Background: an optimization exercise with open tools, aiming at small area, a short achievable clock period and few clock cycles. Do not read the settings as production practice.
Function was checked by simulation only, so behaviour that the tests miss may differ from the original.

==> flow/design.v (outline; a module is shown in full before it is edited, if it fits) <==
// module rv32i_alu: 70 lines
// module rv32i_register: 62 lines
// module rv32i_csr: 247 lines
// module rv32c_decompress: 372 lines
// module rv32i_core: 466 lines
// module spi_mem: 449 lines
// module mem_ctl: 298 lines
// module cpu_top: 83 lines
module cpu_top (
    input  wire       clk,
    input  wire       rst_n,
    input  wire [1:0] boot_mode,      
    output wire       flash_cs_n,
    output wire       ram_cs_n,
    output wire       qspi_sck,
    input  wire [3:0] qspi_io_in,
    output wire [3:0] qspi_io_out,
    output wire [3:0] qspi_io_oe,
    output wire       error_flag
);
  // ...
==> flow/run.sh <==
#!/bin/bash
# synth_recipe.tcl (not shown) runs the flow's synth.tcl, then flattens the netlist and writes it again
# the make line also repeats each setting of config.mk as NAME=value (left out here)
make -C /OpenROAD-flow-scripts/flow DESIGN_CONFIG=/design/flow/config.mk WORK_HOME=/design/flow/orfs CLKGATE_MAP_FILE= SYNTH_SCRIPT=/design/flow/synth_recipe.tcl finish
==> flow/config.mk <==
export PLATFORM = sky130hd
export DESIGN_NAME = cpu_top
export DESIGN_NICKNAME = cpu_top
export VERILOG_FILES = /design/flow/design.v
export SDC_FILE = /design/flow/constraint.sdc
export NUM_CORES = 8
export LEC_CHECK = 0
export CAP_MARGIN = 20
export CORE_MARGIN = 2
export CORE_UTILIZATION = 40
export SLEW_MARGIN = 20
==> flow/constraint.sdc <==
create_clock -name core_clock -period 10.0 [get_ports {clk}]
set_input_delay 2.0000 -clock core_clock [delete_from_list [all_inputs] [get_ports {clk}]]
set_output_delay 2.0000 -clock core_clock [all_outputs]
set_load 0.01 [all_outputs]
==> results.toml, run 1 <==
[run_status]
outcome = "complete, no violations"

[layout]
post-route-util = 0.4459
multi_input_area_share = 0.4515
multi_input_area_um2 = 58060
sh_seq_area = 0.4183
signal_buffers = 378
dominant_cells = "multi-input combinational cells"
design.seq.count = 2148

[power_and_ir_drop]
irDropWorstVdd_v = 0.0001409
intPower_mw = 13.86
power.share.clock = 0.502

[hold_path]
min_to = "mem_ctrl.spi_mem_inst.sample_trigger_d1"
holdPathStages = 0

[clocking]
clkLatencyLatePin_ns = 0.99
clock_sinks = 2148

[critical_path]
reg2reg_setup_slack_ns = 3.98
endpoint = "cpu_core.ex_alu_result[31]"

[yosys]
synthAdderAreaFrac = 0.02302
synth_area_um2 = 116000

[global_route]
grt_pass1_vias = 104800
grt_overflow = 0
grt_use_met3 = 0.1223

[floorplanning]
dieArea_um2 = 294300

[timing]
setup_tns_ns = 0
finalHoldViolCount = 0
clock_skew_ns = 0.09233
finalSetupViolations = 0

[detailed_routing]
wl_met2_mm = 229.8

[placed_design]
place_congestion = 1.050
io_buffers = 19
Testbench counts, summed over its fixed seeds: cycles 9,990,920.
==> module rv32i_alu, before the edit <==
module rv32i_alu (
    input [3:0] op,
    input [31:0] a,
    input [31:0] b,
    output reg [31:0] result
);
    localparam ADD  = 4'b0000;   
    localparam SLL  = 4'b0001;   
    localparam SLT  = 4'b0010;   
    localparam SLTU = 4'b0011;   
    localparam XOR  = 4'b0100;   
    localparam SRL  = 4'b0101;   
    localparam OR   = 4'b0110;   
    localparam AND  = 4'b0111;   
    localparam SUB  = 4'b1000;   
    localparam SRA  = 4'b1101;   
    wire [31:0] add_result, sub_result;
    wire [4:0] shift_amount;
    wire [31:0] sll_result, srl_result, sra_result;
    assign shift_amount = b[4:0];
    assign add_result = a + b;
    assign sub_result = a - b;
    assign sll_result = a << shift_amount;
    assign srl_result = a >> shift_amount;
    assign sra_result = $signed(a) >>> shift_amount;
    wire sign_a = a[31];
    wire sign_b = b[31];
    wire lt_signed = (sign_a ^ sign_b) ? sign_a : sub_result[31];  
    always @(*) begin
        case (op)
            ADD:  result = add_result;
            SUB:  result = sub_result;
            AND:  result = a & b;
            OR:   result = a | b;
            XOR:  result = a ^ b;
            SLL:  result = sll_result;
            SRL:  result = srl_result;
            SRA:  result = sra_result;
            SLT:  result = lt_signed ? 32'd1 : 32'd0;
            SLTU: result = (a < b) ? 32'd1 : 32'd0;
            default: result = 32'd0;
        endcase
    end
    always @(*) begin
        case (op)
            ADD:  
;
            SUB:  
;
            AND:  
;
            OR:   
;
            XOR:  
;
            SLL:  
;
            SRL:  
;
            SRA:  
;
            SLT:  
;
            SLTU: 
;
            default: 
;
        endcase
    end
endmodule 
==> inputs of run 2 (changes only) <==
==> flow/design.v (replaced) <==
module rv32i_alu (
    input  wire [3:0]  op,
    input  wire [31:0] a,
    input  wire [31:0] b,
    output reg  [31:0] result,
    output wire [31:0] sum,       
    output wire        eq,
    output wire        lt,
    output wire        ltu,
    input  wire        sub
);
    wire [32:0] s = {1'b0, a} + {1'b0, sub ? ~b : b} + {32'd0, sub};
    assign sum = s[31:0];
    assign eq  = (a == b);
    assign ltu = ~s[32];
    assign lt  = (a[31] ^ b[31]) ? a[31] : s[31];
    wire        left = (op[2:0] == 3'b001);
    reg  [31:0] a_rev;
    integer i;
    always @(*) for (i = 0; i < 32; i = i + 1) a_rev[i] = a[31 - i];
    wire [31:0] sh_in = left ? a_rev : a;
    wire        sh_fill = op[3] & a[31];
    wire [31:0] sh_out = $signed({sh_fill, sh_in}) >>> b[4:0];
    reg  [31:0] sh_rev;
    always @(*) for (i = 0; i < 32; i = i + 1) sh_rev[i] = sh_out[31 - i];
    always @(*) begin
        case (op)
            4'b0000, 4'b1000: result = sum;
            4'b0001:          result = sh_rev;
            4'b0010:          result = {31'd0, lt};
            4'b0011:          result = {31'd0, ltu};
            4'b0100:          result = a ^ b;
            4'b0101, 4'b1101: result = sh_out;
            4'b0110:          result = a | b;
            4'b0111:          result = a & b;
            default:          result = 32'd0;
        endcase
    end
endmodule
module rv32i_register (
    input  wire        clk,
    input  wire [4:0]  rs1_addr,
    input  wire [4:0]  rs2_addr,
    output wire [31:0] rs1_data,
    output wire [31:0] rs2_data,
    input  wire [4:0]  rd_addr,
    input  wire [31:0] rd_data,
    input  wire        rd_we
);
    reg [31:0] regs [1:31];
    assign rs1_data = (rs1_addr == 5'd0) ? 32'd0 : regs[rs1_addr];
    assign rs2_data = (rs2_addr == 5'd0) ? 32'd0 : regs[rs2_addr];
    integer i;
    always @(posedge clk) begin
        for (i = 1; i < 32; i = i + 1)
            if (rd_we && rd_addr == i) regs[i] <= rd_data;
    end
endmodule
module rv32i_csr (
    input  wire        clk,
    input  wire        rst_n,
    input  wire [11:0] csr_addr,
    input  wire [2:0]  csr_op,         
    input  wire [31:0] csr_src,        
    input  wire [4:0]  csr_zimm,       
    input  wire        csr_we,         
    output reg  [31:0] csr_rdata,
    input  wire        trap,           
    input  wire [3:0]  trap_cause,
    input  wire [23:0] trap_pc,
    input  wire [31:0] trap_val,
    input  wire        mret,
    output wire [23:0] mtvec_out,
    output wire [23:0] mepc_out
);
    reg [12:0] mstatus;
    reg [1:0]  mie;         
    reg [23:0] mtvec;
    reg [31:0] mscratch;
    reg [23:0] mepc;
    reg        mcause_i;    
    reg [3:0]  mcause;
    reg [31:0] mtval;
    reg [47:0] mtime;
    assign mtvec_out = mtvec;
    assign mepc_out  = mepc;
    always @(*) begin
        case (csr_addr)
            12'h300: csr_rdata = {19'd0, mstatus};
            12'h301: csr_rdata = 32'h40000104;
            12'h304: csr_rdata = {20'd0, mie[1], 3'd0, mie[0], 7'd0};
            12'h305: csr_rdata = {8'd0, mtvec};
            12'h340: csr_rdata = mscratch;
            12'h341: csr_rdata = {8'd0, mepc};
            12'h342: csr_rdata = {mcause_i, 27'd0, mcause};
            12'h343: csr_rdata = mtval;
            12'hc00, 12'hc01, 12'hc02: csr_rdata = mtime[31:0];
            12'hc80, 12'hc81, 12'hc82: csr_rdata = {16'd0, mtime[47:32]};
            default: csr_rdata = 32'd0;
        endcase
    end
    wire [31:0] src = csr_op[2] ? {27'd0, csr_zimm} : csr_src;
    reg  [31:0] nv;
    always @(*) begin
        case (csr_op[1:0])
            2'b01:   nv = src;
            2'b10:   nv = csr_rdata | src;
            2'b11:   nv = csr_rdata & ~src;
            default: nv = csr_rdata;
        endcase
    end
    wire wr = csr_we && (csr_op[1:0] != 2'b00);
    always @(posedge clk or negedge rst_n) begin
        if (!rst_n) begin
            mstatus  <= 13'h1800;
            mie      <= 2'b00;
            mtvec    <= 24'd0;
            mscratch <= 32'd0;
            mepc     <= 24'd0;
            mcause_i <= 1'b0;
            mcause   <= 4'd0;
            mtval    <= 32'd0;
            mtime    <= 48'd0;
        end else begin
            mtime <= mtime + 48'd1;
            if (trap) begin
                mstatus  <= {2'b11, mstatus[10:8], mstatus[3], mstatus[6:4], 1'b0, mstatus[2:0]};
                mepc     <= trap_pc;
                mcause_i <= 1'b0;
                mcause   <= trap_cause;
                mtval    <= trap_val;
            end else if (mret) begin
                mstatus  <= {2'b00, mstatus[10:8], 1'b1, mstatus[6:4], mstatus[7], mstatus[2:0]};
            end
            if (wr) begin
                case (csr_addr)
                    12'h300: mstatus  <= nv[12:0];
                    12'h304: mie      <= {nv[11], nv[7]};
                    12'h305: mtvec    <= nv[23:0];
                    12'h340: mscratch <= nv;
                    12'h341: mepc     <= nv[23:0];
                    12'h342: begin mcause_i <= nv[31]; mcause <= nv[3:0]; end
                    12'h343: mtval    <= nv;
                    default: ;
                endcase
            end
        end
    end
endmodule
module rv32c_decompress (
    input wire [15:0] instr_16bit,       
    output reg [31:0] instr_32bit,       
    output reg is_valid                  
);
    localparam INSTR_INVALID = 32'hFFFFFFFF;
    wire [1:0] op = instr_16bit[1:0];
    wire [2:0] funct3 = instr_16bit[15:13];
    wire [2:0] funct3_sub1 = instr_16bit[12:10];
    wire [1:0] funct2 = instr_16bit[6:5];
    wire [4:0] cr_rs2 = instr_16bit[6:2];
    wire [4:0] cr_rs1 = instr_16bit[11:7];
    wire [4:0] cr_rd = instr_16bit[11:7];
    wire [5:0] ci_imm = {instr_16bit[12], instr_16bit[6:2]};
    wire [4:0] ci_rs1 = instr_16bit[11:7];
    wire [4:0] ci_rd = instr_16bit[11:7];
    wire [9:0] ci_nzimm = {instr_16bit[12], instr_16bit[4:3], instr_16bit[5], instr_16bit[2], instr_16bit[6], 4'b0};
    wire [4:0] ci_shamt = instr_16bit[6:2];
    wire [7:0] ci_imm8 = {instr_16bit[3:2], instr_16bit[12], instr_16bit[6:4], 2'b00};
    wire [7:0] css_imm = {instr_16bit[8:7], instr_16bit[12:9], 2'b00};
    wire [4:0] css_rs2 = instr_16bit[6:2];
    wire [9:0] ciw_nzuimm = {instr_16bit[10:7], instr_16bit[12:11], instr_16bit[5], instr_16bit[6], 2'b00};
    wire [2:0] ciw_rd = instr_16bit[4:2];
    wire [6:0] cl_imm = {instr_16bit[5], instr_16bit[12:10], instr_16bit[6], 2'b00};
    wire [2:0] cl_rd = instr_16bit[4:2];
    wire [2:0] cl_rs1 = instr_16bit[9:7];
    wire [6:0] cs_imm = {instr_16bit[5], instr_16bit[12:10], instr_16bit[6], 2'b00};
    wire [2:0] cs_rd = instr_16bit[9:7];
    wire [2:0] cs_rs2 = instr_16bit[4:2];
    wire [8:0] cb_imm = {instr_16bit[12], instr_16bit[6:5], instr_16bit[2], instr_16bit[11:10], instr_16bit[4:3], 1'b0};
    wire [2:0] cb_rs1 = instr_16bit[9:7];
    wire [4:0] cb_shamt = instr_16bit[6:2];
    wire [5:0] cb_imm6 = {instr_16bit[12], instr_16bit[6:2]};
    wire [11:0] cj_imm = {instr_16bit[12], instr_16bit[8], instr_16bit[10:9], instr_16bit[6], instr_16bit[7], instr_16bit[2], instr_16bit[11], instr_16bit[5:3], 1'b0};
    wire [1:0] _unused = {cb_imm[0], cj_imm[0]};
    always @(*) begin
        is_valid = 1'b1;
        case (op)
            2'b00: begin
                case (funct3)
                    3'b000: begin
                        if (ciw_nzuimm == 10'b0) begin
                            instr_32bit = INSTR_INVALID;
                            is_valid = 1'b0;
                        end else begin
                            instr_32bit = {
                                2'b00,                          
                                ciw_nzuimm,                     
                                5'd2,                           
                                3'b000,                         
                                {2'b01, ciw_rd},                
                                7'b0010011                      
                            };
                        end
                    end
                    3'b010: begin
                        instr_32bit = {
                            {5'b00000},                         
                            cl_imm[6:0],                        
                            {2'b01, cl_rs1},                    
                            3'b010,                             
                            {2'b01, cl_rd},                     
                            7'b0000011                          
                        };
                    end
                    3'b110: begin
                        instr_32bit = {
                            {5'b00000},                         
                            cs_imm[6:5],                        
                            {2'b01, cs_rs2},                    
                            {2'b01, cl_rs1},                    
                            3'b010,                             
                            cs_imm[4:0],                        
                            7'b0100011                          
                        };
                    end
                    default: begin
                        instr_32bit = INSTR_INVALID;
                        is_valid = 1'b0;
                    end
                endcase
            end
            2'b01: begin
                case (funct3)
                    3'b000: begin
                        if (instr_16bit[11:7] == 5'b0) begin
                            instr_32bit = 32'h00000013;  
                        end else begin
                            instr_32bit = {
                                {6{ci_imm[5]}},                  
                                ci_imm[5:0],                     
                                ci_rs1[4:0],                     
                                3'b000,                          
                                ci_rd[4:0],                      
                                7'b0010011                       
                            };
                        end
                    end
                    3'b001: begin
                        instr_32bit = {
                            {cj_imm[11]},                       
                            cj_imm[10:1],
                            cj_imm[11],                         
                            {8{cj_imm[11]}},                    
                            5'd1,                               
                            7'b1101111                          
                        };
                    end
                    3'b010: begin
                        instr_32bit = {
                            {6{ci_imm[5]}},                  
                            ci_imm[5:0],                     
                            5'd0,                            
                            3'b000,                          
                            ci_rd[4:0],                      
                            7'b0010011                       
                        };
                    end
                    3'b011: begin
                        if (ci_rd != 5'd2) begin
                            if (ci_imm == 6'b0) begin
                                instr_32bit = INSTR_INVALID;
                                is_valid = 1'b0;
                            end else begin
                                instr_32bit = {
                                    {14{ci_imm[5]}},            
                                    ci_imm[5:0],               
                                    ci_rd[4:0],                 
                                    7'b0110111                  
                                };
                            end
                        end else begin
                            if (ci_nzimm == 10'b0) begin
                                instr_32bit = INSTR_INVALID;
                                is_valid = 1'b0;
                            end else begin
                                instr_32bit = {
                                    {2{ci_nzimm[9]}},            
                                    ci_nzimm[9:0],
                                    5'd2,                        
                                    3'b000,                      
                                    5'd2,                        
                                    7'b0010011                   
                                };
                            end
                        end
                    end
                    3'b100: begin
                        case (funct3_sub1)
                            3'b000, 3'b100: begin
                                instr_32bit = {
                                    7'b0,                        
                                    cb_shamt,                    
                                    {2'b01, cb_rs1},             
                                    3'b101,                      
                                    {2'b01, cb_rs1},             
                                    7'b0010011                   
                                };
                            end
                            3'b001, 3'b101: begin
                                instr_32bit = {
                                    7'b0100000,                  
                                    cb_shamt,                    
                                    {2'b01, cb_rs1},             
                                    3'b101,                      
                                    {2'b01, cb_rs1},             
                                    7'b0010011                   
                                };
                            end
                            3'b010, 3'b110: begin
                                instr_32bit = {
                                    {6{cb_imm6[5]}},             
                                    cb_imm6,                    
                                    {2'b01, cb_rs1},             
                                    3'b111,                      
                                    {2'b01, cb_rs1},             
                                    7'b0010011                   
                                };
                            end
                            3'b011: begin
                                case (funct2)
                                    2'b00: begin
                                        instr_32bit = {
                                            7'b0100000,          
                                            {2'b01, cs_rs2},     
                                            {2'b01, cs_rd},      
                                            3'b000,              
                                            {2'b01, cs_rd},      
                                            7'b0110011           
                                        };
                                    end
                                    2'b01: begin
                                        instr_32bit = {
                                            7'b0000000,          
                                            {2'b01, cs_rs2},     
                                            {2'b01, cs_rd},      
                                            3'b100,              
                                            {2'b01, cs_rd},      
                                            7'b0110011           
                                        };
                                    end
                                    2'b10: begin
                                        instr_32bit = {
                                            7'b0000000,          
                                            {2'b01, cs_rs2},     
                                            {2'b01, cs_rd},      
                                            3'b110,              
                                            {2'b01, cs_rd},      
                                            7'b0110011           
                                        };
                                    end
                                    2'b11: begin
                                        instr_32bit = {
                                            7'b0000000,          
                                            {2'b01, cs_rs2},     
                                            {2'b01, cs_rd},      
                                            3'b111,              
                                            {2'b01, cs_rd},      
                                            7'b0110011           
                                        };
                                    end
                                    default: begin
                                        instr_32bit = INSTR_INVALID;
                                        is_valid = 1'b0;
                                    end
                                endcase
                            end
                            default: begin
                                instr_32bit = INSTR_INVALID;
                                is_valid = 1'b0;
                            end
                        endcase
                    end
                    3'b101: begin
                        instr_32bit = {
                            {cj_imm[11]},                       
                            cj_imm[10:1],
                            cj_imm[11],                         
                            {8{cj_imm[11]}},                    
                            5'd0,                               
                            7'b1101111                          
                        };
                    end
                    3'b110: begin
                        instr_32bit = {
                            {3{cb_imm[8]}},             
                            cb_imm[8:5],                
                            5'd0,                       
                            {2'b01, cb_rs1},            
                            3'b000,                     
                            {cb_imm[4:1], cb_imm[8]},   
                            7'b1100011                  
                        };
                    end
                    3'b111: begin
                        instr_32bit = {
                            {3{cb_imm[8]}},             
                            cb_imm[8:5],                
                            5'd0,                       
                            {2'b01, cb_rs1},            
                            3'b001,                     
                            {cb_imm[4:1], cb_imm[8]},   
                            7'b1100011                  
                        };
                    end
                    default: begin
                        instr_32bit = INSTR_INVALID;
                        is_valid = 1'b0;
                    end
                endcase
            end
            2'b10: begin
                case (funct3)
                    3'b000: begin
                        instr_32bit = {
                            7'b0000000,                    
                            ci_shamt[4:0],                  
                            ci_rs1[4:0],                    
                            3'b001,                         
                            ci_rd[4:0],                     
                            7'b0010011                      
                        };
                    end
                    3'b010: begin
                        if (ci_rd == 5'd0) begin
                            instr_32bit = INSTR_INVALID;
                            is_valid = 1'b0;
                        end else begin
                            instr_32bit = {
                                {4'b0000},                      
                                ci_imm8[7:0],                   
                                5'd2,                           
                                3'b010,                         
                                ci_rd[4:0],                     
                                7'b0000011                      
                            };
                        end
                    end
                    3'b100: begin
                        if (instr_16bit[12] == 1'b0) begin
                            if (cr_rs2 == 5'd0) begin
                                if (cr_rs1 == 5'd0) begin
                                    instr_32bit = INSTR_INVALID;
                                    is_valid = 1'b0;
                                end else begin
                                    instr_32bit = {
                                        12'b0,                   
                                        cr_rs1[4:0],             
                                        3'b000,                  
                                        5'd0,                    
                                        7'b1100111               
                                    };
                                end
                            end else begin
                                instr_32bit = {
                                    7'b0000000,              
                                    cr_rs2[4:0],             
                                    5'd0,                    
                                    3'b000,                  
                                    cr_rd[4:0],              
                                    7'b0110011               
                                };
                            end
                        end else begin
                            if (cr_rs2 == 5'd0) begin
                                if (cr_rs1 == 5'd0) begin
                                    instr_32bit = 32'h00100073;  
                                end else begin
                                    instr_32bit = {
                                        12'b0000000,            
                                        cr_rs1[4:0],             
                                        3'b000,                  
                                        5'd1,                    
                                        7'b1100111               
                                    };
                                end
                            end else begin
                                instr_32bit = {
                                    7'b0000000,              
                                    cr_rs2[4:0],             
                                    cr_rd[4:0],              
                                    3'b000,                  
                                    cr_rd[4:0],              
                                    7'b0110011               
                                };
                            end
                        end
                    end
                    3'b110: begin
                        instr_32bit = {
                            {4'b0000},                          
                            css_imm[7:5],                      
                            css_rs2[4:0],                       
                            5'd2,                               
                            3'b010,                             
                            css_imm[4:0],                      
                            7'b0100011                          
                        };
                    end
                    default: begin
                        instr_32bit = INSTR_INVALID;
                        is_valid = 1'b0;
                    end
                endcase
            end
            default: begin
                instr_32bit = INSTR_INVALID;
                is_valid = 1'b0;
            end
        endcase
    end
endmodule
module rv32i_core (
    input  wire        clk,
    input  wire        rst_n,
    input  wire        mem_init_done,
    output wire [23:0] f_addr,
    input  wire        f_hit_lo,      
    input  wire        f_hit_hi,      
    input  wire [15:0] f_lo,
    input  wire [15:0] f_hi,
    output wire        f_req,         
    output wire [23:0] f_req_addr,
    output wire        d_ld,          
    output wire [24:0] d_addr,        
    input  wire        d_hit,
    input  wire [31:0] d_word,
    input  wire        st_ready,      
    output wire        st_valid,
    output wire        st_take,
    output wire [24:0] st_addr,
    output wire [31:0] st_data,
    output wire [2:0]  st_f3,
    output wire        o_error_flag
);
    localparam OP_R = 7'b0110011, OP_I = 7'b0010011, OP_L = 7'b0000011, OP_S = 7'b0100011,
               OP_B = 7'b1100011, OP_JAL = 7'b1101111, OP_JALR = 7'b1100111,
               OP_LUI = 7'b0110111, OP_AUIPC = 7'b0010111, OP_SYS = 7'b1110011,
               OP_FENCE = 7'b0001111;
    reg  [5:0] clr_cnt;
    wire       clearing = ~clr_cnt[5];
    wire       run = ~clearing & mem_init_done;
    reg [23:0] fpc;
    reg        hb_valid;      
    reg [15:0] hb;
    reg [31:0] ir_raw;
    reg [23:0] ir_pc;
    reg        ir_valid;
    reg        ex_valid;
    reg [31:0] ex_ir;
    reg [23:0] ex_pc;
    reg [31:0] ex_a, ex_b, ex_rs2, ex_tgt;
    reg [24:0] ex_link;
    reg [3:0]  ex_alu_op;
    reg        ex_sub, ex_pred, ex_we;
    reg        ex_isR, ex_isI, ex_isL, ex_isS, ex_isB, ex_isJAL, ex_isJALR, ex_isLUI, ex_isAUIPC;
    reg        ex_csr, ex_ill, ex_ecall, ex_ebreak, ex_mret, ex_misal, ex_ctl;
    reg        e_ld;          
    reg        e_ldw;         
    reg [31:0] ld_word;
    reg [24:0] ld_addr;
    reg [2:0]  ld_f3;
    reg [4:0]  ld_rd;
    reg        ld_is_real;
    reg        ld_ones;       
    reg        error_flag_reg;
    wire [31:0] dec_instr;
    wire        dec_valid;
    rv32c_decompress decomp (.instr_16bit(ir_raw[15:0]), .instr_32bit(dec_instr), .is_valid(dec_valid));
    wire        ir_is16 = ir_raw[1:0] != 2'b11;
    wire        ir_c = ir_is16 & dec_valid;
    wire [31:0] ir = ir_is16 ? (dec_valid ? dec_instr : {16'd0, ir_raw[15:0]}) : ir_raw;
    wire [6:0] opc = ir[6:0];
    wire [2:0] f3  = ir[14:12];
    wire is_R = opc == OP_R, is_I = opc == OP_I, is_L = opc == OP_L, is_S = opc == OP_S,
         is_B = opc == OP_B, is_JAL = opc == OP_JAL, is_JALR = opc == OP_JALR,
         is_LUI = opc == OP_LUI, is_AUIPC = opc == OP_AUIPC, is_SYS = opc == OP_SYS,
         is_FENCE = opc == OP_FENCE;
    wire valid_op = is_R | is_I | is_L | is_S | is_B | is_JAL | is_JALR | is_LUI |
                    is_AUIPC | is_SYS | is_FENCE;
    wire [31:0] imm_i = {{20{ir[31]}}, ir[31:20]};
    wire [31:0] imm_s = {{20{ir[31]}}, ir[31:25], ir[11:7]};
    wire [31:0] imm_b = {{20{ir[31]}}, ir[7], ir[30:25], ir[11:8], 1'b0};
    wire [31:0] imm_u = {ir[31:12], 12'd0};
    wire [31:0] imm_j = {{12{ir[31]}}, ir[19:12], ir[20], ir[30:21], 1'b0};
    wire [31:0] rf1, rf2;
    wire [31:0] wb_data;
    wire        wb_we;
    wire [4:0]  wb_rd;
    wire [1:0] rq  = ir_raw[1:0];
    wire [2:0] rf3 = ir_raw[15:13];
    reg  [4:0] ra1, ra2;
    always @(*) begin
        if (!ir_is16) begin
            ra1 = ir_raw[19:15];
            ra2 = ir_raw[24:20];
        end else begin
            case (rq)
                2'b00: ra1 = (rf3 == 3'b000) ? 5'd2 : {2'b01, ir_raw[9:7]};
                2'b01: ra1 = (rf3 == 3'b000) ? ir_raw[11:7] : (rf3 == 3'b010) ? 5'd0 :
                             (rf3 == 3'b011) ? 5'd2 : {2'b01, ir_raw[9:7]};
                default: ra1 = ((rf3 == 3'b010) || (rf3 == 3'b110)) ? 5'd2 :
                               ((rf3 == 3'b100) && !ir_raw[12] && (ir_raw[6:2] != 5'd0)) ? 5'd0 : ir_raw[11:7];
            endcase
            case (rq)
                2'b00: ra2 = {2'b01, ir_raw[4:2]};
                2'b01: ra2 = (rf3[2:1] == 2'b11) ? 5'd0 : {2'b01, ir_raw[4:2]};
                default: ra2 = ir_raw[6:2];
            endcase
        end
    end
    wire r_cj  = ir_is16 & (rq == 2'b01) & (rf3[1:0] == 2'b01);
    wire r_cb  = ir_is16 & (rq == 2'b01) & (rf3[2:1] == 2'b11);
    wire r_jal = ~ir_is16 & (ir_raw[6:0] == OP_JAL);
    wire r_b   = ~ir_is16 & (ir_raw[6:0] == OP_B);
    wire [31:0] r_imm_cj = {{21{ir_raw[12]}}, ir_raw[8], ir_raw[10:9], ir_raw[6], ir_raw[7], ir_raw[2], ir_raw[11], ir_raw[5:3], 1'b0};
    wire [31:0] r_imm_cb = {{24{ir_raw[12]}}, ir_raw[6:5], ir_raw[2], ir_raw[11:10], ir_raw[4:3], 1'b0};
    wire [31:0] r_imm_j  = {{12{ir_raw[31]}}, ir_raw[19:12], ir_raw[20], ir_raw[30:21], 1'b0};
    wire [31:0] r_imm_b  = {{20{ir_raw[31]}}, ir_raw[7], ir_raw[30:25], ir_raw[11:8], 1'b0};
    wire [31:0] r_imm = ir_is16 ? (rf3[2] & rf3[1] ? r_imm_cb : r_imm_cj) : (ir_raw[2] ? r_imm_j : r_imm_b);
    rv32i_register regfile (
        .clk(clk), .rs1_addr(ra1), .rs2_addr(ra2),
        .rs1_data(rf1), .rs2_data(rf2),
        .rd_addr(wb_rd), .rd_data(wb_data), .rd_we(wb_we)
    );
    wire [4:0]  byp_rd;
    wire        byp_en;
    wire byp1 = byp_en & (byp_rd == ra1) & (ra1 != 5'd0);
    wire byp2 = byp_en & (byp_rd == ra2) & (ra2 != 5'd0);
    wire [31:0] rs1 = byp1 ? wb_data : rf1;
    wire [31:0] rs2 = byp2 ? wb_data : rf2;
    wire [31:0] pc32 = {8'd0, ir_pc};
    wire [31:0] d_a = is_AUIPC ? pc32 : is_LUI ? 32'd0 : rs1;
    wire [31:0] d_b = (is_R | is_B) ? rs2 : is_S ? imm_s : (is_AUIPC | is_LUI) ? imm_u : imm_i;
    wire [3:0]  d_alu_op = is_R ? {ir[30], f3} :
                           is_I ? {(f3 == 3'b101) & ir[30], f3} : 4'b0000;
    wire        d_sub = is_B | ((is_R | is_I) & (f3 == 3'b010 || f3 == 3'b011)) |
                        (is_R & ir[30] & (f3 == 3'b000));
    wire [31:0] d_tgt = pc32 + r_imm;
    wire [24:0] d_link = {1'b0, ir_pc} + (ir_is16 ? 25'd2 : 25'd4);
    wire        d_sys0 = is_SYS & (f3 == 3'b000);
    wire        d_pred = (r_jal | r_cj | (r_b & ir_raw[31]) | (r_cb & ir_raw[12])) & ~ir_pc[0];
    wire        d_ctl  = is_B | is_JAL | is_JALR | d_sys0;
    wire        d_csr  = is_SYS & (f3 != 3'b000);
    wire        d_we   = is_R | is_I | is_LUI | is_AUIPC | is_JAL | is_JALR |
                         (d_csr & (ir[11:7] != 5'd0));
    wire [31:0] alu_res, alu_sum;
    wire        alu_eq, alu_lt, alu_ltu;
    rv32i_alu alu (
        .op(ex_alu_op), .a(ex_a), .b(ex_b), .result(alu_res), .sum(alu_sum),
        .eq(alu_eq), .lt(alu_lt), .ltu(alu_ltu), .sub(ex_sub)
    );
    wire [2:0] e_f3 = ex_ir[14:12];
    reg br_taken;
    always @(*) begin
        case (e_f3)
            3'b000: br_taken = alu_eq;
            3'b001: br_taken = ~alu_eq;
            3'b100: br_taken = alu_lt;
            3'b101: br_taken = ~alu_lt;
            3'b110: br_taken = alu_ltu;
            3'b111: br_taken = ~alu_ltu;
            default: br_taken = 1'b0;
        endcase
    end
    wire [31:0] mem_addr = alu_sum;
    wire ld_misal = ex_isL & (((e_f3 == 3'b010) & (mem_addr[1:0] != 2'b00)) |
                              (((e_f3 == 3'b001) | (e_f3 == 3'b101)) & mem_addr[0]));
    wire st_misal = ex_isS & (((e_f3 == 3'b010) & (mem_addr[1:0] != 2'b00)) |
                              ((e_f3 == 3'b001) & mem_addr[0]));
    wire exc = ex_misal | ld_misal | st_misal | ex_ill | ex_ecall | ex_ebreak;
    wire [3:0] exc_cause = ex_misal ? 4'd0 : ld_misal ? 4'd4 : st_misal ? 4'd6 :
                           ex_ill ? 4'd2 : ex_ecall ? 4'd11 : 4'd3;
    wire [31:0] exc_val = ex_misal ? ((ex_isB & ~br_taken) ? {7'd0, ex_link} : ex_tgt) :
                          ex_ill ? ex_ir : (ld_misal | st_misal) ? mem_addr :
                          ex_ebreak ? {8'd0, ex_pc} : 32'd0;
    wire e_first = ex_valid & ~e_ld & ~e_ldw;
    wire a_flash = mem_addr[31:24] == 8'h00;
    wire a_psram = mem_addr[31:24] == 8'h01;
    wire a_periph = (mem_addr[31:12] >= 20'h40000) & (mem_addr[31:12] <= 20'h40005) & (mem_addr[11:8] == 4'h0);
    wire ld_real = (e_f3 == 3'b000) | (e_f3 == 3'b001) | (e_f3 == 3'b010) | (e_f3 == 3'b100) | (e_f3 == 3'b101);
    wire st_real = ld_real;
    wire st_wait = ex_isS & ~st_ready;
    assign st_valid = e_first & ex_isS & ~exc & st_ready & st_real & a_psram;
    assign st_take  = e_first & ex_isS & st_ready;      
    assign st_addr  = {a_psram, mem_addr[23:0]};
    assign st_data  = ex_rs2;
    assign st_f3    = e_f3;
    wire ld_go   = e_first & ex_isL & ~exc;
    wire trap    = e_first & exc;
    wire do_mret = e_first & ex_mret;
    wire br_fix  = e_first & ~exc & ex_isB & (br_taken != ex_pred);
    wire do_jalr = e_first & ~exc & ex_isJALR;
    wire exc_fast = ex_misal | ex_ill | ex_ecall | ex_ebreak;
    wire e_base_redir = trap | do_mret | do_jalr;
    wire e_isbr = e_first & ~exc_fast & ex_isB;
    wire redir_T = e_base_redir | (e_isbr & ~ex_pred);
    wire redir_N = e_base_redir | (e_isbr & ex_pred);
    wire ld_need = e_ld & ld_is_real;
    assign d_ld   = ld_need;
    assign d_addr = ld_addr;
    wire ld_look = e_ld & (~ld_need | d_hit);
    wire ld_done = e_ldw;
    wire [31:0] wsh = ld_word >> {ld_addr[1:0], 3'b000};
    reg  [31:0] ld_val;
    always @(*) begin
        case (ld_f3)
            3'b000: ld_val = {{24{wsh[7]}}, wsh[7:0]};
            3'b001: ld_val = {{16{wsh[15]}}, wsh[15:0]};
            3'b010: ld_val = wsh;
            3'b100: ld_val = {24'd0, wsh[7:0]};
            3'b101: ld_val = {16'd0, wsh[15:0]};
            default: ld_val = 32'd0;
        endcase
    end
    wire e_done = (e_first & ~exc & ~ex_isL & ~st_wait) | trap | ld_done;
    wire [31:0] csr_rdata;
    wire [23:0] mtvec, mepc;
    rv32i_csr csr_file (
        .clk(clk), .rst_n(rst_n),
        .csr_addr(ex_ir[31:20]), .csr_op(e_f3), .csr_src(ex_a), .csr_zimm(ex_ir[19:15]),
        .csr_we(e_first & ex_csr), .csr_rdata(csr_rdata),
        .trap(trap), .trap_cause(exc_cause), .trap_pc(ex_pc), .trap_val(exc_val),
        .mret(do_mret), .mtvec_out(mtvec), .mepc_out(mepc)
    );
    wire [31:0] e_res = (ex_isR | ex_isI) ? alu_res :
                        (ex_isLUI | ex_isAUIPC) ? alu_sum :
                        (ex_isJAL | ex_isJALR) ? {7'd0, ex_link} : csr_rdata;
    wire e_we = e_first & ~ex_misal & ex_we;       
    assign wb_we   = clearing | e_ldw | e_we;
    assign wb_rd   = clearing ? clr_cnt[4:0] : e_ldw ? ld_rd : ex_ir[11:7];
    assign wb_data = clearing ? 32'd0 : e_ldw ? ld_val : e_res;
    assign byp_rd  = e_ldw ? ld_rd : ex_ir[11:7];
    assign byp_en  = e_ldw | (e_first & ex_we);
    wire [23:0] tgt_base = trap ? mtvec : do_mret ? mepc : {alu_sum[23:1], 1'b0};
    wire [23:0] tgt_T = e_base_redir ? tgt_base : ex_tgt[23:0];
    wire [23:0] tgt_N = e_base_redir ? tgt_base : ex_link[23:0];
    wire ex_free = ~ex_valid | e_done;
    wire d_go    = run & ir_valid & ex_free;
    wire f_is32  = f_lo[1:0] == 2'b11;
    wire f_cross = ~fpc[0] & fpc[1] & (fpc[3:2] == 2'b11);
    reg         f_ok;
    reg         f_hb_load;
    reg  [31:0] f_instr;
    reg  [1:0]  f_adv;       
    always @(*) begin
        f_ok = 1'b0; f_hb_load = 1'b0; f_adv = 2'd1;
        f_instr = {f_hi, f_lo};
        if (hb_valid) begin
            f_ok = f_hit_lo;
            f_instr = {f_lo, hb};
        end else if (!f_is32) begin
            f_ok = f_hit_lo;
        end else if (f_cross) begin
            f_hb_load = f_hit_lo;
        end else begin
            f_ok = f_hit_lo & f_hit_hi;
            f_adv = 2'd2;
        end
    end
    wire [23:0] fpc_p2 = fpc + 24'd2;
    wire [23:0] fpc_p4 = fpc + 24'd4;
    reg [23:0] nfpc [0:1];
    reg        nirv [0:1], nhbv [0:1], nexv [0:1];
    reg        x_redir, x_dadv, x_dred, x_fload;
    reg [23:0] x_tgt;
    integer x;
    always @(*) begin
        for (x = 0; x < 2; x = x + 1) begin
            x_redir = x ? redir_T : redir_N;
            x_tgt   = x ? tgt_T : tgt_N;
            x_dadv  = d_go & ~x_redir;
            x_dred  = x_dadv & d_pred;
            x_fload = run & f_ok & (~ir_valid | x_dadv) & ~x_redir & ~x_dred;
            nexv[x] = x_redir ? 1'b0 : x_dadv ? 1'b1 : e_done ? 1'b0 : ex_valid;
            if (x_redir) begin
                nfpc[x] = x_tgt; nhbv[x] = 1'b0; nirv[x] = 1'b0;
            end else if (x_dred) begin
                nfpc[x] = d_tgt[23:0]; nhbv[x] = 1'b0; nirv[x] = 1'b0;
            end else if (x_fload) begin
                nfpc[x] = f_adv[1] ? fpc_p4 : fpc_p2; nhbv[x] = 1'b0; nirv[x] = 1'b1;
            end else begin
                nirv[x] = x_dadv ? 1'b0 : ir_valid;
                if (f_hb_load & run) begin
                    nfpc[x] = fpc_p2; nhbv[x] = 1'b1;
                end else begin
                    nfpc[x] = fpc; nhbv[x] = hb_valid;
                end
            end
        end
    end
    wire bt = br_taken;
    assign f_addr = fpc;
    assign f_req  = run & ~f_ok & ~f_hb_load & ~(ex_valid & ex_ctl) & ~(ir_valid & d_ctl);
    assign f_req_addr = (f_hit_lo & ~hb_valid) ? {fpc[23:4], fpc[3:2] + 2'd1, 2'b00} : fpc;
    always @(posedge clk or negedge rst_n) begin
        if (!rst_n) begin
            clr_cnt <= 6'd1;
            fpc <= 24'd0;
            hb_valid <= 1'b0;
            ir_valid <= 1'b0;
            ex_valid <= 1'b0;
            e_ld <= 1'b0;
            e_ldw <= 1'b0;
            error_flag_reg <= 1'b0;
        end else begin
            if (clearing) clr_cnt <= clr_cnt + 6'd1;
            if (e_first & ex_ill) error_flag_reg <= 1'b1;
            if (ld_go) e_ld <= 1'b1;
            else if (ld_look) e_ld <= 1'b0;
            e_ldw <= ld_look;
            ex_valid <= bt ? nexv[1] : nexv[0];
            fpc      <= bt ? nfpc[1] : nfpc[0];
            hb_valid <= bt ? nhbv[1] : nhbv[0];
            ir_valid <= bt ? nirv[1] : nirv[0];
        end
    end
    always @(posedge clk) begin
        if (f_ok & (~ir_valid | d_go)) begin
            ir_raw <= f_instr;
            ir_pc <= hb_valid ? fpc - 24'd2 : fpc;
        end
        if (f_hb_load) hb <= f_lo;
        if (d_go) begin
            ex_ir <= ir;
            ex_pc <= ir_pc;
            ex_a <= d_a;
            ex_b <= d_b;
            ex_rs2 <= rs2;
            ex_tgt <= d_tgt;
            ex_link <= d_link;
            ex_alu_op <= d_alu_op;
            ex_sub <= d_sub;
            ex_pred <= d_pred;
            ex_we <= d_we;
            ex_isR <= is_R; ex_isI <= is_I; ex_isL <= is_L; ex_isS <= is_S; ex_isB <= is_B;
            ex_isJAL <= is_JAL; ex_isJALR <= is_JALR; ex_isLUI <= is_LUI; ex_isAUIPC <= is_AUIPC;
            ex_csr <= d_csr;
            ex_ctl <= is_B | is_JALR | d_sys0;
            ex_ill <= ~valid_op;
            ex_ecall <= d_sys0 & (ir[31:20] == 12'h000);
            ex_ebreak <= d_sys0 & (ir[31:20] == 12'h001);
            ex_mret <= d_sys0 & (ir[31:20] == 12'h302);
            ex_misal <= (is_B | is_JAL) & ir_pc[0];
        end
        if (ld_look) ld_word <= ld_need ? d_word : {32{ld_ones}};
        if (ld_go) begin
            ld_addr <= {a_psram, mem_addr[23:0]};
            ld_f3 <= e_f3;
            ld_rd <= ex_ir[11:7];
            ld_is_real <= ld_real & (a_flash | a_psram);
            ld_ones <= ~a_periph;
        end
    end
    assign o_error_flag = error_flag_reg;
endmodule
module qspi_master (
    input  wire        clk,
    input  wire        rst_n,
    input  wire [1:0]  boot_mode,
    output reg         init_done,
    input  wire        start,         
    input  wire [1:0]  kind,          
    input  wire [23:0] addr,
    input  wire [2:0]  nwords,        
    input  wire [31:0] wdata,         
    input  wire [1:0]  wbytes,        
    output wire        idle,
    output reg         wr_taken,      
    output reg         rd_valid,      
    output wire [31:0] rd_word,       
    output reg  [1:0]  rd_idx,        
    output reg         sck,
    output reg         cs_f,
    output reg         cs_r,
    output reg  [3:0]  io_out,
    output reg  [3:0]  io_oe,
    input  wire [3:0]  io_in
);
    localparam S_RST = 4'd0, S_INITF = 4'd1, S_GAP = 4'd2, S_INITR = 4'd3, S_IDLE = 4'd4,
               S_CMD = 4'd5, S_ADDR = 4'd6, S_DUMMY = 4'd7, S_WR = 4'd8, S_RD = 4'd9,
               S_END = 4'd10;
    reg [3:0]  state;
    reg [4:0]  cnt;
    reg [31:0] osr;
    reg [7:0]  bsr;           
    reg [1:0]  bm;
    reg        flash_cont;
    reg        is_write;
    reg        is_flash;
    reg [31:0] isr;
    reg [2:0]  ncap;          
    reg        s1, s2, s3;
    reg [2:0]  nw;
    assign idle = (state == S_IDLE);
    wire strobe = (state == S_RD) & ~sck;
    wire cap = (bm == 2'd0) ? strobe : (bm == 2'd1) ? s1 : (bm == 2'd2) ? s2 : s3;
    assign rd_word = {isr[7:0], isr[15:8], isr[23:16], isr[31:24]};
    wire [31:0] seq = (kind == 2'd0) ? {addr, 8'hA0} : {(kind == 2'd2) ? 8'h38 : 8'hEB, addr};
    always @(posedge clk or negedge rst_n) begin
        if (!rst_n) begin
            state <= S_RST;
            init_done <= 1'b0;
            cnt <= 5'd0;
            osr <= 32'd0;
            bsr <= 8'd0;
            bm <= 2'd0;
            flash_cont <= 1'b0;
            is_write <= 1'b0;
            is_flash <= 1'b0;
            isr <= 32'd0;
            ncap <= 3'd0;
            s1 <= 1'b0; s2 <= 1'b0; s3 <= 1'b0;
            nw <= 3'd0;
            wr_taken <= 1'b0;
            rd_valid <= 1'b0;
            rd_idx <= 2'd0;
            sck <= 1'b0;
            cs_f <= 1'b1;
            cs_r <= 1'b1;
            io_out <= 4'd0;
            io_oe <= 4'd0;
        end else begin
            s1 <= strobe; s2 <= s1; s3 <= s2;
            wr_taken <= 1'b0;
            rd_valid <= 1'b0;
            if (cap) begin
                isr <= {isr[27:0], io_in};
                ncap <= ncap + 3'd1;
                if (ncap == 3'd7) rd_valid <= 1'b1;
            end
            if (rd_valid) rd_idx <= rd_idx + 2'd1;
            case (state)
                S_RST: begin
                    bm <= boot_mode;
                    cs_f <= 1'b0; sck <= 1'b1; io_out <= 4'h0; io_oe <= 4'hf;
                    cnt <= 5'd7;
                    state <= S_INITF;
                end
                S_INITF, S_INITR: begin
                    sck <= ~sck;
                    if (sck) begin
                        if (cnt == 5'd0) begin
                            cs_f <= 1'b1; cs_r <= 1'b1; io_oe <= 4'h0;
                            state <= (state == S_INITF) ? S_GAP : S_END;
                            cnt <= 5'd0;
                        end else begin
                            cnt <= cnt - 5'd1;
                            io_out <= {4{bsr[7]}};
                            bsr <= {bsr[6:0], 1'b0};
                        end
                    end
                end
                S_GAP: begin
                    cs_r <= 1'b0; sck <= 1'b1; io_out <= 4'h0; io_oe <= 4'hf;    
                    bsr <= 8'h6a;                                              
                    cnt <= 5'd7;
                    state <= S_INITR;
                end
                S_IDLE: begin
                    init_done <= 1'b1;
                    if (start) begin
                        is_write <= (kind == 2'd2);
                        is_flash <= (kind == 2'd0);
                        nw <= nwords;
                        sck <= 1'b1;
                        io_oe <= 4'hf;
                        ncap <= 3'd0;
                        rd_idx <= 2'd0;
                        cnt <= 5'd7;
                        if (kind == 2'd0) cs_f <= 1'b0; else cs_r <= 1'b0;
                        if (kind == 2'd0 && !flash_cont) begin
                            io_out <= 4'h1;             
                            bsr <= 8'hd6;               
                            osr <= seq;
                            state <= S_CMD;
                        end else begin
                            io_out <= seq[31:28];
                            osr <= {seq[27:0], 4'h0};
                            state <= S_ADDR;
                        end
                    end
                end
                S_CMD: begin
                    sck <= ~sck;
                    if (sck) begin
                        if (cnt == 5'd0) begin
                            io_out <= osr[31:28];
                            osr <= {osr[27:0], 4'h0};
                            cnt <= 5'd7;
                            state <= S_ADDR;
                        end else begin
                            cnt <= cnt - 5'd1;
                            io_out <= {3'b000, bsr[7]};
                            bsr <= {bsr[6:0], 1'b0};
                        end
                    end
                end
                S_ADDR: begin
                    sck <= ~sck;
                    if (sck) begin
                        if (cnt == 5'd0) begin
                            if (is_write) begin
                                io_out <= wdata[31:28];
                                osr <= {wdata[27:0], 4'h0};
                                wr_taken <= 1'b1;
                                cnt <= (wbytes == 2'd0) ? 5'd1 : (wbytes == 2'd1) ? 5'd3 : 5'd7;
                                state <= S_WR;
                            end else begin
                                io_oe <= 4'h0;
                                if (is_flash) flash_cont <= 1'b1;
                                cnt <= is_flash ? 5'd3 : 5'd5;
                                state <= S_DUMMY;
                            end
                        end else begin
                            cnt <= cnt - 5'd1;
                            io_out <= osr[31:28];
                            osr <= {osr[27:0], 4'h0};
                        end
                    end
                end
                S_DUMMY: begin
                    sck <= ~sck;
                    if (sck) begin
                        if (cnt == 5'd0) begin
                            cnt <= {nw, 3'b000} - 5'd1;
                            state <= S_RD;
                        end else begin
                            cnt <= cnt - 5'd1;
                        end
                    end
                end
                S_WR: begin
                    sck <= ~sck;
                    if (sck) begin
                        if (cnt == 5'd0) begin
                            cs_r <= 1'b1; io_oe <= 4'h0;
                            cnt <= 5'd0;
                            state <= S_END;
                        end else begin
                            cnt <= cnt - 5'd1;
                            io_out <= osr[31:28];
                            osr <= {osr[27:0], 4'h0};
                        end
                    end
                end
                S_RD: begin
                    sck <= ~sck;
                    if (!sck) begin
                        if (cnt == 5'd0) begin
                            cs_f <= 1'b1; cs_r <= 1'b1;
                            sck <= 1'b0;
                            cnt <= {3'd0, bm};
                            state <= S_END;
                        end else begin
                            cnt <= cnt - 5'd1;
                        end
                    end
                end
                S_END: begin
                    sck <= 1'b0;
                    if (cnt == 5'd0) state <= S_IDLE;
                    else cnt <= cnt - 5'd1;
                end
                default: state <= S_IDLE;
            endcase
        end
    end
endmodule
module mem_ctl #(
    parameter IC_SETS = 1,
    parameter IC_WAYS = 8,
    parameter DC_SETS = 1,
    parameter DC_WAYS = 8
) (
    input  wire        clk,
    input  wire        rst_n,
    input  wire [1:0]  boot_mode,
    output wire        init_done,
    input  wire [23:0] f_addr,
    output wire        f_hit_lo,
    output wire        f_hit_hi,
    output wire [15:0] f_lo,
    output wire [15:0] f_hi,
    input  wire        f_req,
    input  wire [23:0] f_req_addr,
    input  wire        d_ld,
    input  wire [24:0] d_addr,
    output wire        d_hit,
    output wire [31:0] d_word,
    output wire        st_ready,
    input  wire        st_valid,
    input  wire        st_take,
    input  wire [24:0] st_addr,
    input  wire [31:0] st_data,
    input  wire [2:0]  st_f3,
    output wire        flash_cs_n,
    output wire        ram_cs_n,
    output wire        spi_sclk,
    input  wire [3:0]  spi_io_in,
    output wire [3:0]  spi_io_out,
    output wire [3:0]  spi_io_oe
);
    function integer lg2(input integer v);
        integer t;
        begin
            lg2 = 0;
            for (t = 1; t < v; t = t * 2) lg2 = lg2 + 1;
        end
    endfunction
    localparam ISB = (IC_SETS > 1) ? lg2(IC_SETS) : 1;
    localparam DSB = (DC_SETS > 1) ? lg2(DC_SETS) : 1;
    localparam ISL = lg2(IC_SETS);    
    localparam DSL = lg2(DC_SETS);
    localparam IWB = (IC_WAYS > 1) ? lg2(IC_WAYS) : 1;
    localparam DWB = (DC_WAYS > 1) ? lg2(DC_WAYS) : 1;
    localparam ITW = 20 - ISL;           
    localparam DTW = 21 - DSL;           
    localparam IL = IC_SETS * IC_WAYS;
    localparam DL = DC_SETS * DC_WAYS;
    wire        q_idle, q_wr_taken, q_rd_valid;
    wire [31:0] q_rd_word;
    wire [1:0]  q_rd_idx;
    reg         q_start;
    reg  [1:0]  q_kind;
    reg  [23:0] q_addr;
    reg  [2:0]  q_nwords;
    reg         wb_valid;
    reg  [24:0] wb_addr;
    reg  [31:0] wb_data;
    reg  [2:0]  wb_f3;
    wire [1:0]  wb_bytes = (wb_f3[1:0] == 2'b00) ? 2'd0 : (wb_f3[1:0] == 2'b01) ? 2'd1 : 2'd2;
    qspi_master bus (
        .clk(clk), .rst_n(rst_n), .boot_mode(boot_mode), .init_done(init_done),
        .start(q_start), .kind(q_kind), .addr(q_addr), .nwords(q_nwords),
        .wdata({wb_data[7:0], wb_data[15:8], wb_data[23:16], wb_data[31:24]}),
        .wbytes(wb_bytes),
        .idle(q_idle), .wr_taken(q_wr_taken), .rd_valid(q_rd_valid), .rd_word(q_rd_word),
        .rd_idx(q_rd_idx),
        .sck(spi_sclk), .cs_f(flash_cs_n), .cs_r(ram_cs_n), .io_out(spi_io_out),
        .io_oe(spi_io_oe), .io_in(spi_io_in)
    );
    localparam O_NONE = 2'd0, O_WB = 2'd1, O_D = 2'd2, O_I = 2'd3;
    reg  [1:0]  owner;
    reg         owner_u;                  
    wire i_busy = ~q_idle & (owner == O_I);
    wire d_busy = ~q_idle & (owner == O_D);
    reg  i_req_q, d_req_q;
    reg [31:0]    ic_data [0:IL*4-1];
    reg [ITW-1:0] ic_tag  [0:IL-1];
    reg [3:0]     ic_vw   [0:IL-1];
    reg [IWB-1:0] ic_rr   [0:IC_SETS-1];
    wire [ISB-1:0] fi_set = (IC_SETS > 1) ? f_addr[4+ISB-1:4] : {ISB{1'b0}};
    wire [1:0]     fi_w   = f_addr[3:2];
    wire [ITW-1:0] fi_tag = f_addr[23:4+ISL];
    reg  [IC_WAYS-1:0] fi_tm;
    reg  [3:0]  fi_vw;
    reg  [15:0] fi_H, fi_L;
    reg  [IWB-1:0] fi_way;
    reg  [15:0] lsel;
    integer a;
    always @(*) begin
        fi_vw = 4'd0; fi_H = 16'd0; fi_L = 16'd0; fi_way = {IWB{1'b0}};
        for (a = 0; a < IC_WAYS; a = a + 1) begin
            fi_tm[a] = (ic_tag[fi_set * IC_WAYS + a] == fi_tag) && (ic_vw[fi_set * IC_WAYS + a] != 4'd0);
            case ({fi_w, f_addr[1]})
                3'b000: lsel = ic_data[(fi_set * IC_WAYS + a) * 4 + 0][15:0];
                3'b001: lsel = ic_data[(fi_set * IC_WAYS + a) * 4 + 1][15:0];
                3'b010: lsel = ic_data[(fi_set * IC_WAYS + a) * 4 + 1][15:0];
                3'b011: lsel = ic_data[(fi_set * IC_WAYS + a) * 4 + 2][15:0];
                3'b100: lsel = ic_data[(fi_set * IC_WAYS + a) * 4 + 2][15:0];
                3'b101: lsel = ic_data[(fi_set * IC_WAYS + a) * 4 + 3][15:0];
                3'b110: lsel = ic_data[(fi_set * IC_WAYS + a) * 4 + 3][15:0];
                default: lsel = ic_data[(fi_set * IC_WAYS + a) * 4 + 0][15:0];
            endcase
            if (fi_tm[a]) begin
                fi_vw = fi_vw | ic_vw[fi_set * IC_WAYS + a];
                fi_H  = fi_H | ic_data[(fi_set * IC_WAYS + a) * 4 + fi_w][31:16];
                fi_L  = fi_L | lsel;
                fi_way = fi_way | a[IWB-1:0];
            end
        end
    end
    wire fi_any = |fi_tm;
    reg  [31:0] u_word;
    reg  [23:0] u_addr;
    reg         u_valid;
    wire        u_hit = u_valid & (u_addr == f_addr);
    assign f_hit_lo = f_addr[0] ? u_hit : fi_vw[fi_w];
    assign f_hit_hi = f_addr[0] ? u_hit :
                      (f_addr[1] ? ((fi_w == 2'd0) ? fi_vw[1] : (fi_w == 2'd1) ? fi_vw[2] : (fi_w == 2'd2) ? fi_vw[3] : 1'b0)
                                 : fi_vw[fi_w]);
    assign f_lo = f_addr[0] ? u_word[15:0]  : f_addr[1] ? fi_H : fi_L;
    assign f_hi = f_addr[0] ? u_word[31:16] : f_addr[1] ? fi_L : fi_H;
    reg [31:0]    dc_data [0:DL*4-1];
    reg [DTW-1:0] dc_tag  [0:DL-1];
    reg [3:0]     dc_vw   [0:DL-1];
    reg [DWB-1:0] dc_rr   [0:DC_SETS-1];
    wire [DSB-1:0] dp_set = (DC_SETS > 1) ? d_addr[4+DSB-1:4] : {DSB{1'b0}};
    wire [1:0]     dp_w   = d_addr[3:2];
    wire [DTW-1:0] dp_tag = d_addr[24:4+DSL];
    reg  [DC_WAYS-1:0] dp_tm;
    reg  [3:0]  dp_vw;
    reg  [31:0] dp_word;
    reg  [DWB-1:0] dp_way;
    always @(*) begin
        dp_vw = 4'd0; dp_word = 32'd0; dp_way = {DWB{1'b0}};
        for (a = 0; a < DC_WAYS; a = a + 1) begin
            dp_tm[a] = (dc_tag[dp_set * DC_WAYS + a] == dp_tag) && (dc_vw[dp_set * DC_WAYS + a] != 4'd0);
            if (dp_tm[a]) begin
                dp_vw = dp_vw | dc_vw[dp_set * DC_WAYS + a];
                dp_word = dp_word | dc_data[(dp_set * DC_WAYS + a) * 4 + dp_w];
                dp_way = dp_way | a[DWB-1:0];
            end
        end
    end
    wire dp_any = |dp_tm;
    reg    su_valid;          
    assign d_hit  = dp_vw[dp_w] & ~su_valid;
    assign d_word = dp_word;
    reg            st_upd;
    wire [DSB-1:0] ws_set = (DC_SETS > 1) ? wb_addr[4+DSB-1:4] : {DSB{1'b0}};
    wire [1:0]     ws_w   = wb_addr[3:2];
    wire [DTW-1:0] ws_tag = wb_addr[24:4+DSL];
    reg  [DC_WAYS-1:0] ws_tm;
    reg  [3:0]  ws_vw;
    reg  [DWB-1:0] ws_way;
    always @(*) begin
        ws_vw = 4'd0; ws_way = {DWB{1'b0}};
        for (a = 0; a < DC_WAYS; a = a + 1) begin
            ws_tm[a] = (dc_tag[ws_set * DC_WAYS + a] == ws_tag) && (dc_vw[ws_set * DC_WAYS + a] != 4'd0);
            if (ws_tm[a]) begin
                ws_vw = ws_vw | dc_vw[ws_set * DC_WAYS + a];
                ws_way = ws_way | a[DWB-1:0];
            end
        end
    end
    wire        ws_any   = |ws_tm;
    wire        ws_sw    = (wb_f3[1:0] == 2'b10);
    wire        ws_odd_h = (wb_f3 == 3'b101) & wb_addr[0];
    reg  [3:0]  ws_be;
    always @(*) begin
        case (wb_f3[1:0])
            2'b00:   ws_be = 4'b0001 << wb_addr[1:0];
            2'b01:   ws_be = wb_addr[1] ? 4'b1100 : 4'b0011;
            default: ws_be = 4'b1111;
        endcase
    end
    wire [31:0] ws_lanes = (wb_f3[1:0] == 2'b00) ? {4{wb_data[7:0]}} :
                           (wb_f3[1:0] == 2'b01) ? {2{wb_data[15:0]}} : wb_data;
    wire ws_write = ~ws_odd_h & ws_any & (ws_vw[ws_w] | ws_sw);
    reg            su_write, su_setvw, su_inval;
    reg  [DWB-1:0] su_way;
    assign st_ready = ~wb_valid & ~d_busy & ~d_req_q;
    wire d_miss = d_ld & ~dp_vw[dp_w] & ~su_valid;
    wire [2:0] d_nw = 3'd4 - {1'b0, d_addr[3:2]};
    wire [2:0] i_nw = f_req_addr[0] ? 3'd1 : 3'd4 - {1'b0, f_req_addr[3:2]};
    always @(*) begin
        q_start = 1'b0; q_kind = 2'd0; q_nwords = i_nw;
        q_addr = f_req_addr[0] ? f_req_addr : {f_req_addr[23:2], 2'b00};
        if (wb_valid) begin
            q_kind = 2'd2; q_addr = wb_addr[23:0];
        end else if (d_req_q) begin
            q_kind = d_addr[24] ? 2'd1 : 2'd0; q_addr = {d_addr[23:2], 2'b00}; q_nwords = d_nw;
        end
        if (q_idle & init_done & (wb_valid | d_req_q | i_req_q)) q_start = 1'b1;
    end
    wire start_d = q_start & ~wb_valid & d_req_q;
    wire start_i = q_start & ~wb_valid & ~d_req_q;
    wire [IWB-1:0] i_alloc = fi_any ? fi_way : ic_rr[fi_set];
    wire [DWB-1:0] d_alloc = dp_any ? dp_way : dc_rr[dp_set];
    reg  [lg2(IL)-1:0] ifill_l;
    reg  [lg2(DL)-1:0] dfill_l;
    reg  [1:0] ifill_w, dfill_w;
    integer k;
    always @(posedge clk or negedge rst_n) begin
        if (!rst_n) begin
            owner <= O_NONE;
            owner_u <= 1'b0;
            i_req_q <= 1'b0;
            d_req_q <= 1'b0;
            wb_valid <= 1'b0;
            st_upd <= 1'b0;
            su_valid <= 1'b0;
            su_write <= 1'b0;
            su_setvw <= 1'b0;
            su_inval <= 1'b0;
            su_way <= {DWB{1'b0}};
            u_valid <= 1'b0;
            for (k = 0; k < IL; k = k + 1) ic_vw[k] <= 4'd0;
            for (k = 0; k < DL; k = k + 1) dc_vw[k] <= 4'd0;
            for (k = 0; k < IC_SETS; k = k + 1) ic_rr[k] <= {IWB{1'b0}};
            for (k = 0; k < DC_SETS; k = k + 1) dc_rr[k] <= {DWB{1'b0}};
        end else begin
            i_req_q <= f_req & ~i_busy;
            d_req_q <= d_miss & ~d_busy;
            st_upd <= st_valid;
            su_valid <= st_upd;
            if (st_upd) begin
                su_write <= ws_write;
                su_setvw <= ~ws_odd_h & ws_any & ws_sw;
                su_inval <= ws_odd_h;
                su_way <= ws_way;
            end
            if (q_start) begin
                if (wb_valid) owner <= O_WB;
                else if (d_req_q) owner <= O_D;
                else begin owner <= O_I; owner_u <= f_req_addr[0]; end
            end
            if (start_d) begin
                d_req_q <= 1'b0;
                if (!dp_any) begin
                    dc_vw[dp_set * DC_WAYS + d_alloc] <= 4'd0;
                    dc_rr[dp_set] <= (dc_rr[dp_set] == DC_WAYS - 1) ? {DWB{1'b0}} : dc_rr[dp_set] + 1'b1;
                end
            end
            if (start_i) begin
                i_req_q <= 1'b0;
                if (f_req_addr[0]) u_valid <= 1'b0;
                else if (!fi_any) begin
                    ic_vw[fi_set * IC_WAYS + i_alloc] <= 4'd0;
                    ic_rr[fi_set] <= (ic_rr[fi_set] == IC_WAYS - 1) ? {IWB{1'b0}} : ic_rr[fi_set] + 1'b1;
                end
            end
            if (q_wr_taken) wb_valid <= 1'b0;
            if (st_valid) wb_valid <= 1'b1;
            if (q_rd_valid && owner == O_I) begin
                if (owner_u) u_valid <= 1'b1;
                else ic_vw[ifill_l][ifill_w] <= 1'b1;
            end
            if (q_rd_valid && owner == O_D)
                dc_vw[dfill_l][dfill_w] <= 1'b1;
            if (su_valid) begin
                if (su_inval) begin
                    for (k = 0; k < DL; k = k + 1) dc_vw[k] <= 4'd0;
                end else if (su_setvw) begin
                    dc_vw[ws_set * DC_WAYS + su_way][ws_w] <= 1'b1;
                end
            end
        end
    end
    integer b;
    always @(posedge clk) begin
        if (st_take) begin
            wb_addr <= st_addr;
            wb_data <= st_data;
            wb_f3 <= st_f3;
        end
        if (start_d) begin
            dfill_l <= dp_set * DC_WAYS + d_alloc;
            dfill_w <= d_addr[3:2];
            dc_tag[dp_set * DC_WAYS + d_alloc] <= dp_tag;
        end
        if (start_i) begin
            ifill_l <= fi_set * IC_WAYS + i_alloc;
            ifill_w <= f_req_addr[3:2];
            if (!f_req_addr[0]) ic_tag[fi_set * IC_WAYS + i_alloc] <= fi_tag;
            u_addr <= f_req_addr;
        end
        if (q_rd_valid && owner == O_I) begin
            if (owner_u) u_word <= q_rd_word;
            else begin
                ic_data[ifill_l * 4 + ifill_w] <= q_rd_word;
                ifill_w <= ifill_w + 2'd1;
            end
        end
        if (q_rd_valid && owner == O_D) begin
            dc_data[dfill_l * 4 + dfill_w] <= q_rd_word;
            dfill_w <= dfill_w + 2'd1;
        end
        if (su_valid && su_write) begin
            for (b = 0; b < 4; b = b + 1)
                if (ws_be[b]) dc_data[(ws_set * DC_WAYS + su_way) * 4 + ws_w][b*8 +: 8] <= ws_lanes[b*8 +: 8];
        end
    end
endmodule
module cpu_top (
    input  wire       clk,
    input  wire       rst_n,
    input  wire [1:0] boot_mode,
    output wire       flash_cs_n,
    output wire       ram_cs_n,
    output wire       qspi_sck,
    input  wire [3:0] qspi_io_in,
    output wire [3:0] qspi_io_out,
    output wire [3:0] qspi_io_oe,
    output wire       error_flag
);
    wire        init_done;
    wire [23:0] f_addr, f_req_addr;
    wire        f_hit_lo, f_hit_hi, f_req;
    wire [15:0] f_lo, f_hi;
    wire        d_ld, d_hit, st_ready, st_valid, st_take;
    wire [24:0] d_addr, st_addr;
    wire [31:0] d_word, st_data;
    wire [2:0]  st_f3;
    rv32i_core cpu_core (
        .clk(clk), .rst_n(rst_n), .mem_init_done(init_done),
        .f_addr(f_addr), .f_hit_lo(f_hit_lo), .f_hit_hi(f_hit_hi), .f_lo(f_lo), .f_hi(f_hi),
        .f_req(f_req), .f_req_addr(f_req_addr),
        .d_ld(d_ld), .d_addr(d_addr), .d_hit(d_hit), .d_word(d_word),
        .st_ready(st_ready), .st_valid(st_valid), .st_take(st_take), .st_addr(st_addr), .st_data(st_data),
        .st_f3(st_f3),
        .o_error_flag(error_flag)
    );
    mem_ctl mem_ctrl (
        .clk(clk), .rst_n(rst_n), .boot_mode(boot_mode), .init_done(init_done),
        .f_addr(f_addr), .f_hit_lo(f_hit_lo), .f_hit_hi(f_hit_hi), .f_lo(f_lo), .f_hi(f_hi),
        .f_req(f_req), .f_req_addr(f_req_addr),
        .d_ld(d_ld), .d_addr(d_addr), .d_hit(d_hit), .d_word(d_word),
        .st_ready(st_ready), .st_valid(st_valid), .st_take(st_take), .st_addr(st_addr), .st_data(st_data),
        .st_f3(st_f3),
        .flash_cs_n(flash_cs_n), .ram_cs_n(ram_cs_n), .spi_sclk(qspi_sck),
        .spi_io_in(qspi_io_in), .spi_io_out(qspi_io_out), .spi_io_oe(qspi_io_oe)
    );
endmodule
==> results.toml, run 2 <==
[yosys]
synth-async-reset-ratio = 0.09485
yosysTopAreaCell = "edfxtp_1"
ys_top_cells_by_area = "edfxtp_1 (57%), dfrtp_1 (4.9%), mux4_2 (4.3%), nand2_1 (2.9%), o21ai_0 (2.9%)"
synthCells = 16110
ys_top_cells_by_count = "edfxtp_1 (3861), nand2_1 (1590), nor2_1 (1225), o21ai_0 (1178), clkbuf_1 (981)"
synth_area_um2 = 204000
yosysWarnings = 48
synth.most_common_cell = "edfxtp_1"
yosysTopAreaCellShare = 0.5683
ys_ff_latch = 4270
synth_cell_types = 112
synth-edff-count = 3861
ys_seq_area_frac = 0.6184

[timing]
fin_crit_sh = 0.7165
clock_skew_ns = 0.1216
max-slew-margin-rel = 0.09620
setup_tns_ns = 0
tightest_slew_ns = 1.343
min_period_ns = 7.165
finalSetupViolations = 0
fmax_mhz = 139.6
finalHoldViolCount = 0

[global_route]
grt_pass1_vias = 142200
grt_first_pass_wirelength_mm = 1148
grt_use_total = 0.3114
grt_overflow = 0

[critical_path]
r2r-end = "cpu_core.ex_a[1]"
critPathKind = "register to register"
startpoint_type = "register"
arrival_ns = 7.96
end_kind = "register"
r2r_cells = 14
endpoint = "cpu_core.ex_a[1]"
critPathMaxFanout = 30
cp.required_ns = 10.80
reg2reg_setup_slack_ns = 2.83

[layout]
final_nets = 16110
final_cell_mix = "edfxtp_1 (3861), nand2_1 (1586), o21ai_0 (1166)"
reg_top3 = "mem_ctrl.dc_data: 1024 flops, mem_ctrl.ic_data: 1024 flops, cpu_core.regfile.regs: 992 flops"
n_fill_cell = 45430
layout_commonest_cell = "edfxtp_1"
area_growth_syn_to_layout_pct = 12.41

[power_and_ir_drop]
total_power_mw = 40.36
leakage_nw = 75.26
irDropWorstVdd_v = 0.0001870
powerDensity_nw_per_um2 = 176.0

[clocking]
cts_setup_buffers = 0
clock_sinks = 4270
numCtsBuffers = 447
cts_hold_buf = 0
clkLatencyLatePin_ns = 1.09
ctsResizeCount = 0
cts_max_level = 5

[flow_run]
cap_violations = 0

[floorplanning]
initial_core_util = 0.4013
pin_count = 20
rows = 262
dieArea_um2 = 515800

[detailed_routing]
vias = 153100
wl_per_cell_um = 36.06
drt-pass1-iter-count = 13
wirelength_mm = 833.4
drc = 0
ant_nets = 0
first_iter_violations = 27650
via_per_inst = 6.625

[placed_design]
place_congestion = 1.054
io_buffers = 19

[run_status]
outcome = "complete, no violations"

[hold_path]
holdPathStages = 0
min_path_type = "register to register"
-- run 2: cell count changes after synthesis, moves of 192 or more --
cell	change
nor2_1	+517
dfrtp_1	-1733
a21oi_1	+230
mux2i_1	+213
xor2_1	+192
mux4_2	+369
edfxtp_1	+3861
nand2_1	-305
xnor2_1	+325
o21ai_0	-616
-- run 2: worst max-delay path: stages (launching register included) --
cell      delay (ns)
edfxtp_1        0.91
nand2_1         0.64
inv_1           0.87
nand2_1         0.17
o31a_1          0.19
o21ai_4         0.07
buf_4           0.57
nand2_1         0.47
nor2_4          1.06
buf_4           0.54
a222oi_1        0.20
nand3_1         0.17
o32a_1          0.51
a22oi_1         0.17
o21ai_0         0.26
-- run 2: cell families after synthesis --
family | count (synthesis) | synth area share
buffers and inverters | 1459 | 0.02822
and+or+nand+nor | 4057 | 0.08945
muxes | 1189 | 0.08462
adders and majority gates | 158 | 0.009800
xor gates and xnor gates | 740 | 0.03188
AOI/OAI and AO/OA | 4239 | 0.1377
DFF | 4270 | 0.6184
-- run 2: how the worst min path moves through the flow --
stage	start	slack (ns)	endpoint
finish	mem_ctrl.bus.s2	0.38	mem_ctrl.bus.s3
global route	mem_ctrl.bus.s2	0.39	mem_ctrl.bus.s3
CTS	mem_ctrl.bus.s2	0.38	mem_ctrl.bus.s3
detailed placement	mem_ctrl.bus.s2	0.36	mem_ctrl.bus.s3
global placement	mem_ctrl.bus.s2	0.35	mem_ctrl.bus.s3
floorplan	mem_ctrl.bus.s2	0.35	mem_ctrl.bus.s3
-- run 2: layout make-up --
type | instances | area, um2 | share of cell area
sequential | 4270 | 126300 | 0.5505
multi-input combinational | 10380 | 73880 | 0.3221
clock buffer | 565 | 11910 | 0.05192
tap | 6732 | 8423 | 0.03673
timing repair buffer | 643 | 5205 | 0.02270
clock inverter | 276 | 2813 | 0.01226
inverter | 196 | 738.2 | 0.003219
antenna | 47 | 117.6 | 0.0005128
-- run 2: report_power, final --
group	switching, mW	internal, mW
registers	0.513	20.4
clock network	7.48	9.53
logic	1.54	0.925
total	9.53	30.8
-- run 2: layer usage --
layer / vias up / GRT usage / routed length, um
li1: 62120 / - / -
met1: 76370 / 0.4157 / 311600
met2: 11830 / 0.4524 / 352200
met3: 2736 / 0.09283 / 110100
met4: 60 / 0.1745 / 58740
met5: - / 0.005363 / 723
-- run 2: metrics by stage --
| step | worst slack [ns] | instance area [um2] | hold slack, ns | util | cells |
|---|---|---|---|---|---|
| after global placement | 3.020 | 214000 | 0.3522 | 0.4209 | 22210 |
| after floorplan | 0.9254 | 204000 | 0.3486 | - | 16110 |
| after global routing | 2.579 | 229300 | 0.3876 | 0.4509 | 23090 |
| final | 2.835 | 229300 | 0.3752 | 0.4511 | 23110 |
| after CTS | 2.971 | 229000 | 0.3758 | 0.4503 | 23060 |
| after detailed placement | 3.058 | 214200 | 0.3618 | 0.4213 | 22220 |
Testbench counts of run 2, summed over its fixed seeds: cycles 1,119,047.

-- port drivers added, routing unchanged --
No port has a modelled driver above. Below, the same layouts with a new extraction and two added sets of constraints.
Step 1, drivers: a clkbuf_16 drives clk and a buf_2 each remaining input, both assumed.
Step 2 times the ports against the registers' clock, not the clock port: input delays grow and output delays shrink by t, the midpoint of the rising clock arrivals with the driver on.
Slacks: no drivers / after step 1 / after step 2; pairs: no drivers / after step 1.
| run | t (ns) | setup slack, ns |
|---|---|---|
| run 1 | 1.028 | 3.984 / 3.984 / 3.984 |
| run 2 | 1.138 | 2.835 / 2.835 / 2.835 |
After both steps every run listed still meets setup and hold.
